This is an optimization exercise on Yosys and OpenROAD, whose aim is small area and a short achievable clock period, not a production implementation. At most, simulation tests tie the RTL to the original design; equivalence was not proved.

Setup of run A:
## Integrator
module Integrator
          (clk,
           reset,
           In,
           Out);
For scale: ~470 cells after synthesis, about 6900 sq um of cells after synthesis.
make LEC_CHECK=0 CAP_MARGIN=20 CORE_MARGIN=2 CORE_UTILIZATION=40 CTS_BUF_LIST='sky130_fd_sc_hd__clkbuf_4 sky130_fd_sc_hd__clkbuf_8' CTS_CLUSTER_DIAMETER=100 CTS_CLUSTER_SIZE=30 SETUP_SLACK_MARGIN=4 SLEW_MARGIN=20 SYNTH_HIERARCHICAL=1 SYNTH_MINIMUM_KEEP_SIZE=0 finish   # period 14.0 ns
run.sh (not shown) runs the stock make flow with config.mk's settings and CLKGATE_MAP_FILE= SYNTH_SCRIPT=/design/flow/synth_recipe.tcl, a recipe that flattens the netlist after the stock synthesis.
Here is what was changed in the inputs of run B compared with run A.
# run A
export LEC_CHECK = 0
export CAP_MARGIN = 20
export CORE_MARGIN = 2
export CORE_UTILIZATION = 40
export CTS_BUF_LIST = sky130_fd_sc_hd__clkbuf_4 sky130_fd_sc_hd__clkbuf_8
export CTS_CLUSTER_DIAMETER = 100
export CTS_CLUSTER_SIZE = 30
export SETUP_SLACK_MARGIN = 4
export SLEW_MARGIN = 20
export SYNTH_HIERARCHICAL = 1
export SYNTH_MINIMUM_KEEP_SIZE = 0
create_clock -name core_clock -period 14.0 [get_ports {clk}]
# run B
export LEC_CHECK = 0
export CAP_MARGIN = 20
export CORE_MARGIN = 2
export CORE_UTILIZATION = 40
export CTS_BUF_LIST = sky130_fd_sc_hd__clkbuf_4 sky130_fd_sc_hd__clkbuf_8
export CTS_CLUSTER_DIAMETER = 100
export CTS_CLUSTER_SIZE = 30
export SETUP_SLACK_MARGIN = 4.5
export SLEW_MARGIN = 20
export SYNTH_HIERARCHICAL = 1
export SYNTH_MINIMUM_KEEP_SIZE = 0
create_clock -name core_clock -period 14.0 [get_ports {clk}]
[summary]
- met2 track utilization from global routing for run B: 0.31 points up relative to run A
- sky130_fd_sc_hd__fa_2 as the worst-path cell with the longest stage delay was reported by run B, and sky130_fd_sc_hd__fa_1 by run A.
- Run B vs. run A: final routed wirelength across all metal layers went up by 630 um.
- As far as placed instance area goes, run A and run B are indistinguishable; the numbers are identical.
Inputs modified between run B and run C:
# run B
export LEC_CHECK = 0
export CAP_MARGIN = 20
export CORE_MARGIN = 2
export CORE_UTILIZATION = 40
export CTS_BUF_LIST = sky130_fd_sc_hd__clkbuf_4 sky130_fd_sc_hd__clkbuf_8
export CTS_CLUSTER_DIAMETER = 100
export CTS_CLUSTER_SIZE = 30
export SETUP_SLACK_MARGIN = 4.5
export SLEW_MARGIN = 20
export SYNTH_HIERARCHICAL = 1
export SYNTH_MINIMUM_KEEP_SIZE = 0
create_clock -name core_clock -period 14.0 [get_ports {clk}]
# run C
export LEC_CHECK = 0
export CAP_MARGIN = 20
export CORE_MARGIN = 2
export CORE_UTILIZATION = 40
export CTS_BUF_LIST = sky130_fd_sc_hd__clkbuf_4 sky130_fd_sc_hd__clkbuf_8
export CTS_CLUSTER_DIAMETER = 100
export CTS_CLUSTER_SIZE = 30
export SETUP_SLACK_MARGIN = 4
export SLEW_MARGIN = 20
export SYNTH_HIERARCHICAL = 1
export SYNTH_MINIMUM_KEEP_SIZE = 0
create_clock -name core_clock -period 14.0 [get_ports {clk}]
==> flow/flow/run.sh (new file) <==
#!/bin/bash
# Layout flow: the standard synthesis and ORFS layout (standard.sh) with two
# changes to how the layout is made:
#  - the input and output ports get plain buffer cells (buffer_ports
#    -buffer_cell) instead of the delay cells buffer_ports picks by itself;
#  - clock tree synthesis adds no dummy loads (-dont_use_dummy_load); the
#    other CTS arguments are the ones ORFS builds from config.mk.
# Each step's full output goes to a log file here (ORFS keeps its own per-step
# logs under orfs/logs).
set -euo pipefail
export BUFFER_PORTS_ARGS="-buffer_cell sky130_fd_sc_hd__buf_2"
export CTS_ARGS="-sink_clustering_enable -repair_clock_nets -sink_clustering_size 30 -sink_clustering_max_diameter 100 -buf_list {sky130_fd_sc_hd__clkbuf_4 sky130_fd_sc_hd__clkbuf_8} -dont_use_dummy_load"
bash standard.sh synth > run_synth.log 2>&1
bash standard.sh > run_layout.log 2>&1
==> flow/standard.sh (new file) <==
#!/bin/bash
# synth_recipe.tcl (not shown) runs the flow's synth.tcl, then flattens the netlist and writes it again
# the make line also repeats each setting of config.mk as NAME=value (left out here)
make -C /OpenROAD-flow-scripts/flow DESIGN_CONFIG=/design/flow/config.mk WORK_HOME=/design/flow/orfs CLKGATE_MAP_FILE= SYNTH_SCRIPT=/design/flow/synth_recipe.tcl "${@:-finish}"
removed: flow/run.sh
### Flow results
No stage failed in run C, and the final checks on the layout all came back clean.
Re final core area utilization: run C is 4.9 points down on run B.
For run D, these inputs were changed with respect to run C:
# run C
export LEC_CHECK = 0
export CAP_MARGIN = 20
export CORE_MARGIN = 2
export CORE_UTILIZATION = 40
export CTS_BUF_LIST = sky130_fd_sc_hd__clkbuf_4 sky130_fd_sc_hd__clkbuf_8
export CTS_CLUSTER_DIAMETER = 100
export CTS_CLUSTER_SIZE = 30
export SETUP_SLACK_MARGIN = 4
export SLEW_MARGIN = 20
export SYNTH_HIERARCHICAL = 1
export SYNTH_MINIMUM_KEEP_SIZE = 0
create_clock -name core_clock -period 14.0 [get_ports {clk}]
# run D
export LEC_CHECK = 0
export CAP_MARGIN = 20
export CORE_MARGIN = 2
export CORE_UTILIZATION = 40
export CTS_BUF_LIST = sky130_fd_sc_hd__clkbuf_4 sky130_fd_sc_hd__clkbuf_8
export CTS_CLUSTER_DIAMETER = 100
export CTS_CLUSTER_SIZE = 30
export SETUP_SLACK_MARGIN = 5
export SLEW_MARGIN = 20
export SYNTH_HIERARCHICAL = 1
export SYNTH_MINIMUM_KEEP_SIZE = 0
create_clock -name core_clock -period 14.0 [get_ports {clk}]
==> flow/flow/run.sh <==
#!/bin/bash
# Layout flow: the standard synthesis and ORFS layout (standard.sh), with
# one change: the input and output ports get plain buffer cells
# (buffer_ports -buffer_cell) instead of the delay cells buffer_ports picks by
# itself.  Each step's full output goes to a log file here.
set -euo pipefail
export BUFFER_PORTS_ARGS="-buffer_cell sky130_fd_sc_hd__buf_2"
bash standard.sh synth > run_synth.log 2>&1
bash standard.sh > run_layout.log 2>&1
- Final wirelength is lower on run C
- Going from run C to run D, starting DRC count in detailed routing down 75, smallest setup slack after layout saw an increase, hold slack increased 4.8 ps.
- Run D reports a lower number of vias per cell than run C does.
- Run D against run C: post-route clock period utilization down 3.1 points.
- Total length of routed met2 wires, run C and run D: lower on run C
- Measured against run D, the final area of run C comes out at 0.878 times the reference value.
- When run D is set beside run C, its maximum clock frequency turns out to be 4.7% larger.
diff inputs: run D => run E
# run D
export LEC_CHECK = 0
export CAP_MARGIN = 20
export CORE_MARGIN = 2
export CORE_UTILIZATION = 40
export CTS_BUF_LIST = sky130_fd_sc_hd__clkbuf_4 sky130_fd_sc_hd__clkbuf_8
export CTS_CLUSTER_DIAMETER = 100
export CTS_CLUSTER_SIZE = 30
export SETUP_SLACK_MARGIN = 5
export SLEW_MARGIN = 20
export SYNTH_HIERARCHICAL = 1
export SYNTH_MINIMUM_KEEP_SIZE = 0
create_clock -name core_clock -period 14.0 [get_ports {clk}]
# run E
export LEC_CHECK = 0
export CAP_MARGIN = 0
export CORE_MARGIN = 2
export CORE_UTILIZATION = 40
export CTS_BUF_LIST = sky130_fd_sc_hd__clkbuf_4 sky130_fd_sc_hd__clkbuf_8
export CTS_CLUSTER_DIAMETER = 100
export CTS_CLUSTER_SIZE = 30
export SETUP_SLACK_MARGIN = 4
export SLEW_MARGIN = 0
export SYNTH_HIERARCHICAL = 1
export SYNTH_MINIMUM_KEEP_SIZE = 0
create_clock -name core_clock -period 14.0 [get_ports {clk}]
### Flow results
- The final period demand of the worst path in run E sits 430 ps above the value recorded for run D.
- Run E against run D: number of buffers and inverters on the critical path saw a decrease, final core utilization saw a decrease.
- met1 wire length of run E is on par with run D.
- Post-cts resize count, run D and run E: lower on run E
- sky130_fd_sc_hd__fa_2 as the cell type of the slowest stage on the worst timing path was reported by run D, and sky130_fd_sc_hd__fa_1 by run E.
- Delta(sum of met3 wire segment lengths after detailed routing, run E - run D) < 0

* * *

## run 1
Another version of the RTL of Integrator (not shown whole).
For scale: about 510 cells after synthesis, roughly 0.0071 mm² of cells after synthesis.
export LEC_CHECK = 0
export CAP_MARGIN = 20
export CORE_MARGIN = 2
export CORE_UTILIZATION = 40
export SETUP_SLACK_MARGIN = 5
export SLEW_MARGIN = 20
export SYNTH_HIERARCHICAL = 1
export SYNTH_MINIMUM_KEEP_SIZE = 0
create_clock -name core_clock -period 14.0 [get_ports {clk}]
Stock flow here: none of the scripts above is used.
--- input diff run 1..run 2 ---
# run 1
export LEC_CHECK = 0
export CAP_MARGIN = 20
export CORE_MARGIN = 2
export CORE_UTILIZATION = 40
export SETUP_SLACK_MARGIN = 5
export SLEW_MARGIN = 20
export SYNTH_HIERARCHICAL = 1
export SYNTH_MINIMUM_KEEP_SIZE = 0
create_clock -name core_clock -period 14.0 [get_ports {clk}]
# run 2
export LEC_CHECK = 0
export CAP_MARGIN = 20
export CORE_MARGIN = 2
export CORE_UTILIZATION = 40
export CTS_BUF_LIST = sky130_fd_sc_hd__clkbuf_4 sky130_fd_sc_hd__clkbuf_8
export CTS_CLUSTER_DIAMETER = 100
export CTS_CLUSTER_SIZE = 30
export SETUP_SLACK_MARGIN = 3
export SLEW_MARGIN = 20
export SYNTH_HIERARCHICAL = 1
export SYNTH_MINIMUM_KEEP_SIZE = 0
create_clock -name core_clock -period 14.0 [get_ports {clk}]
Run 1 | stages: all done | timing, DRC, antenna: all pass. Run 2 went all the way through the flow, and no timing, DRC or antenna check failed. Per the comparison of run 2 with run 1, number of gates given a new drive strength after cts now smaller; CTS H-tree depth essentially unchanged; number of nets in the layout went down by about 9%. Worst setup slack after layout on run 2 is down relative to run 1. Of run 2 and run 1, it is run 2 that has the lower area share of buffers outside the clock network.
[inputs] run 3 vs run 2
# run 2
export LEC_CHECK = 0
export CAP_MARGIN = 20
export CORE_MARGIN = 2
export CORE_UTILIZATION = 40
export CTS_BUF_LIST = sky130_fd_sc_hd__clkbuf_4 sky130_fd_sc_hd__clkbuf_8
export CTS_CLUSTER_DIAMETER = 100
export CTS_CLUSTER_SIZE = 30
export SETUP_SLACK_MARGIN = 3
export SLEW_MARGIN = 20
export SYNTH_HIERARCHICAL = 1
export SYNTH_MINIMUM_KEEP_SIZE = 0
create_clock -name core_clock -period 14.0 [get_ports {clk}]
# run 3
export LEC_CHECK = 0
export CAP_MARGIN = 20
export CORE_MARGIN = 2
export CORE_UTILIZATION = 40
export CTS_BUF_LIST = sky130_fd_sc_hd__clkbuf_4 sky130_fd_sc_hd__clkbuf_8
export CTS_CLUSTER_DIAMETER = 100
export CTS_CLUSTER_SIZE = 30
export SETUP_SLACK_MARGIN = 5
export SLEW_MARGIN = 20
export SYNTH_HIERARCHICAL = 1
export SYNTH_MINIMUM_KEEP_SIZE = 0
create_clock -name core_clock -period 14.0 [get_ports {clk}]
### Flow results
- Run 3: flow completed, timing, DRC and antenna clean
- [compare] base=run 2 new=run 3: total placed instance area now sits higher; peak fanout along the critical path moved down; cell area rose 14%; data arrival time of the worst path shrank by 1.39 ns.
- Run 2 reports its cell with the biggest individual delay on the critical path as clkdlybuf4s50_1 while run 3 reports fa_1.
- Relative to run 2, run 3 degrades routed wire length.
The following lists how run 4 was set up differently from run 3:
# run 3
export LEC_CHECK = 0
export CAP_MARGIN = 20
export CORE_MARGIN = 2
export CORE_UTILIZATION = 40
export CTS_BUF_LIST = sky130_fd_sc_hd__clkbuf_4 sky130_fd_sc_hd__clkbuf_8
export CTS_CLUSTER_DIAMETER = 100
export CTS_CLUSTER_SIZE = 30
export SETUP_SLACK_MARGIN = 5
export SLEW_MARGIN = 20
export SYNTH_HIERARCHICAL = 1
export SYNTH_MINIMUM_KEEP_SIZE = 0
create_clock -name core_clock -period 14.0 [get_ports {clk}]
# run 4
export LEC_CHECK = 0
export CAP_MARGIN = 20
export CORE_MARGIN = 2
export CORE_UTILIZATION = 60
export CTS_BUF_LIST = sky130_fd_sc_hd__clkbuf_4 sky130_fd_sc_hd__clkbuf_8
export CTS_CLUSTER_DIAMETER = 100
export CTS_CLUSTER_SIZE = 30
export SETUP_SLACK_MARGIN = 4.5
export SLEW_MARGIN = 20
export SYNTH_HIERARCHICAL = 1
export SYNTH_MINIMUM_KEEP_SIZE = 0
create_clock -name core_clock -period 14.0 [get_ports {clk}]
### Flow results
Run 3 → run 4: final critical-path required period up 0.082 ns, final critical-path share of the clock period up 0.59 points, wire length down 1300 µm, stage delay of the slowest cell on the critical path down 0.03 ns.
No run of this note included a check of the RTL's function; only the layout flow was run.

* * *

== v22 ==
Integrator, a different RTL version from the one above (not shown whole).
For scale: roughly 550 cells after synthesis, ~87 flip-flops, roughly 0.0068 sq mm of cells after synthesis.
==> flow/config.mk <==
export PLATFORM = sky130hd
export DESIGN_NAME = Integrator
export DESIGN_NICKNAME = Integrator
export VERILOG_FILES = /design/flow/design.v
export SDC_FILE = /design/flow/constraint.sdc
export NUM_CORES = 4
export LEC_CHECK = 0
export CAP_MARGIN = 20
export CORE_MARGIN = 2
export CORE_UTILIZATION = 40
export CTS_BUF_LIST = sky130_fd_sc_hd__clkbuf_4 sky130_fd_sc_hd__clkbuf_8
export CTS_CLUSTER_DIAMETER = 100
export CTS_CLUSTER_SIZE = 30
export PLACE_DENSITY = 0.93
export SETUP_SLACK_MARGIN = 4
export SLEW_MARGIN = 20
export SYNTH_HIERARCHICAL = 1
export SYNTH_MINIMUM_KEEP_SIZE = 0
==> flow/constraint.sdc <==
create_clock -name core_clock -period 14.0 [get_ports {clk}]
set_input_delay 2.8000 -clock core_clock [delete_from_list [all_inputs] [get_ports {clk}]]
set_output_delay 2.8000 -clock core_clock [all_outputs]
set_load 0.01 [all_outputs]
standard.sh (not shown) runs the stock make flow with config.mk's settings and CLKGATE_MAP_FILE= SYNTH_SCRIPT=/design/flow/synth_recipe.tcl, a recipe that flattens the netlist after the stock synthesis.
==> flow/flow/run.sh <==
#!/bin/bash
# Layout flow: the standard synthesis and ORFS layout (standard.sh) with two
# changes to how the layout is made:
#  - the input and output ports get plain buffer cells (buffer_ports
#    -buffer_cell) instead of the delay cells buffer_ports picks by itself;
#  - clock tree synthesis adds no dummy loads (-dont_use_dummy_load); the
#    other CTS arguments are the ones ORFS builds from config.mk.
# Each step's full output goes to a log file here (ORFS keeps its own per-step
# logs under orfs/logs).
set -euo pipefail
export BUFFER_PORTS_ARGS="-buffer_cell sky130_fd_sc_hd__buf_2"
export CTS_ARGS="-sink_clustering_enable -repair_clock_nets -sink_clustering_size 30 -sink_clustering_max_diameter 100 -buf_list {sky130_fd_sc_hd__clkbuf_4 sky130_fd_sc_hd__clkbuf_8} -dont_use_dummy_load"
bash standard.sh synth > run_synth.log 2>&1
bash standard.sh > run_layout.log 2>&1
The inputs of v34 differ from those of v22 as listed below.
diff --git a/flow/config.mk b/flow/config.mk
--- a/flow/config.mk
+++ b/flow/config.mk
@@ -8,9 +8,9 @@
 export CAP_MARGIN = 20
 export CORE_MARGIN = 2
-export CORE_UTILIZATION = 40
+export CORE_UTILIZATION = 55
 export CTS_BUF_LIST = sky130_fd_sc_hd__clkbuf_4 sky130_fd_sc_hd__clkbuf_8
 export CTS_CLUSTER_DIAMETER = 100
 export CTS_CLUSTER_SIZE = 30
-export PLACE_DENSITY = 0.93
+export PLACE_DENSITY = 0.8
 export SETUP_SLACK_MARGIN = 4
 export SLEW_MARGIN = 20
--- outcome ---
Of v34 and v22, v34 shows the lower first-pass GRT wire length, with v22 above it.
From v22 to v34 the numbers moved as follows: data-path buffer share of cell area in the final layout was more or less identical.
Relative to v22, wire length decreased by 1300 um in v34.
Comparing v34 with v22, the worst hold slack came out essentially unchanged.
Going from v22 to v34, the final critical-path required period was found to have gone up by 0.010 ns.
## Diff of input files: v15 against v34
==> flow/flow/run.sh <==
#!/bin/bash
# Layout flow: the standard synthesis and ORFS layout (standard.sh) with
# these changes to how the layout is made:
#  - the input and output ports get plain buffer cells (buffer_ports
#    -buffer_cell) instead of the delay cells buffer_ports picks by itself;
#  - clock tree synthesis adds no dummy loads (-dont_use_dummy_load); the
#    other CTS arguments are the ones ORFS builds from config.mk;
#  - after synthesis, the a21oi_2 gates are set to a21oi_1 (downsize.tcl).
# Each step's full output goes to a log file here (ORFS keeps its own per-step
# logs under orfs/logs).
set -euo pipefail
export BUFFER_PORTS_ARGS="-buffer_cell sky130_fd_sc_hd__buf_2"
export CTS_ARGS="-sink_clustering_enable -repair_clock_nets -sink_clustering_size 30 -sink_clustering_max_diameter 100 -buf_list {sky130_fd_sc_hd__clkbuf_4 sky130_fd_sc_hd__clkbuf_8} -dont_use_dummy_load"
bash standard.sh synth > run_synth.log 2>&1
RESULTS="$PWD/orfs/results/$FLOW_PLATFORM/Integrator/base"
# the liberty files the flow uses, so that replace_cell knows the cells
LIBS=$(make -s -C "$FLOW_HOME" DESIGN_CONFIG="$PWD/config.mk" WORK_HOME="$PWD/orfs" print-LIB_FILES 2>/dev/null | sed -n 's/^LIB_FILES: *//p')
[ -n "$LIBS" ] || LIBS="$FLOW_HOME/platforms/$FLOW_PLATFORM/lib/sky130_fd_sc_hd__tt_025C_1v80.lib"
{ for l in $LIBS; do echo "read_liberty $l"; done; cat flow/downsize.tcl; } > downsize_run.tcl
RESULTS="$RESULTS" openroad -no_init -exit downsize_run.tcl > run_downsize.log 2>&1
bash standard.sh > run_layout.log 2>&1
==> flow/flow/downsize.tcl (new file) <==
# Put the prefix adder's and-or-invert gates back at their smallest drive
# strength (synthesis maps that one gate module to the x2 size); the
# resizer may size any of them up again where timing needs it.
read_db $::env(RESULTS)/1_synth.odb
set n 0
foreach inst [get_cells -hierarchical *] {
  set ref [get_property $inst ref_name]
  if {$ref eq "sky130_fd_sc_hd__a21oi_2"} {
    replace_cell $inst [get_lib_cells */sky130_fd_sc_hd__a21oi_1]
    incr n
  }
}
puts "downsized $n cells"
write_db $::env(RESULTS)/1_synth.odb
diff --git a/flow/config.mk b/flow/config.mk
--- a/flow/config.mk
+++ b/flow/config.mk
@@ -8,9 +8,9 @@
 export CAP_MARGIN = 20
 export CORE_MARGIN = 2
-export CORE_UTILIZATION = 55
+export CORE_UTILIZATION = 40
 export CTS_BUF_LIST = sky130_fd_sc_hd__clkbuf_4 sky130_fd_sc_hd__clkbuf_8
 export CTS_CLUSTER_DIAMETER = 100
 export CTS_CLUSTER_SIZE = 30
-export PLACE_DENSITY = 0.8
+export PLACE_DENSITY = 0.85
 export SETUP_SLACK_MARGIN = 4
 export SLEW_MARGIN = 20
--- outcome ---
No run among v15 and v34 stopped early or left any final violation; all are clean. Against v34, v15 comes in 1 higher on critical path depth. Relative to v34, non-filler instance count after layout has increased by 73 in v15. Netlist area before placement (higher): v34. From v34 to v15 the numbers moved as follows: sequential share of layout area stayed essentially flat. Between v15 and v34, the difference in number of global-route vias before repair is negligible. Via count (v15 vs. v34) decreases slightly. Compared with v34, v15 shows a routing usage on met3 that is 1.9 points lower. Summary of the comparison: met2 routing resource usage after global routing is lower in v15, relative to v34. For the global-route usage, v15 came in 5.7 points lower than v34 did.

[static timing again, ports no longer ideal]
Ports are ideal in the flow. The routed layouts listed here were re-timed in OpenROAD.
Step 1 (the two cells are an assumption about what drives the block):
set clk [get_ports {clk}]
set_driving_cell -lib_cell sky130_fd_sc_hd__clkbuf_16 $clk
set_driving_cell -lib_cell sky130_fd_sc_hd__buf_2 [delete_from_list [all_inputs] $clk]
Step 2 moves the port delays by t, midway between the first and last clock arrival at a register: inputs arrive t later, outputs are due t later. That takes back most of the time a late clock gives input paths.
Three values: ideal, step 1, step 2; two values: the first two.
run	t (ns)	slack for setup (ns)	worst setup path at the end	worst register clock-pin slew, ns	worst slew at a driven data input, ns
run A	0.410	4.226 / 4.201 / 4.201	input to output	0.09 / 0.09	0.04
run B	0.411	4.493 / 4.425 / 4.425	input to output	0.09 / 0.09	0.07
run C	0.409	4.247 / 4.226 / 4.226	input to output	0.09 / 0.09	0.03
run D	0.420	4.681 / 4.625 / 4.625	input to output	0.11 / 0.11	0.07
run E	0.422	4.249 / 4.229 / 4.229	input to output	0.10 / 0.10	0.03
run 1	0.389	4.652 / 4.601 / 4.537	input to register	0.06 / 0.06	0.07
run 2	0.424	3.292 / 3.265 / 3.265	input to output	0.10 / 0.10	0.04
run 3	0.410	4.678 / 4.615 / 4.546	input to register	0.09 / 0.09	0.07
run 4	0.419	4.596 / 4.552 / 4.552	input to output	0.10 / 0.10	0.04
v22	0.390	4.558 / 4.530 / 4.530	input to output	0.10 / 0.10	0.07
v34	0.401	4.548 / 4.529 / 4.529	input to output	0.09 / 0.09	0.03
v15	0.413	4.450 / 4.424 / 4.424	input to output	0.10 / 0.10	0.04
After both steps every run listed still meets setup and hold. The setup slack of run 3, which loses most, moves by -0.063 ns with the drivers and by -0.132 ns with both steps.
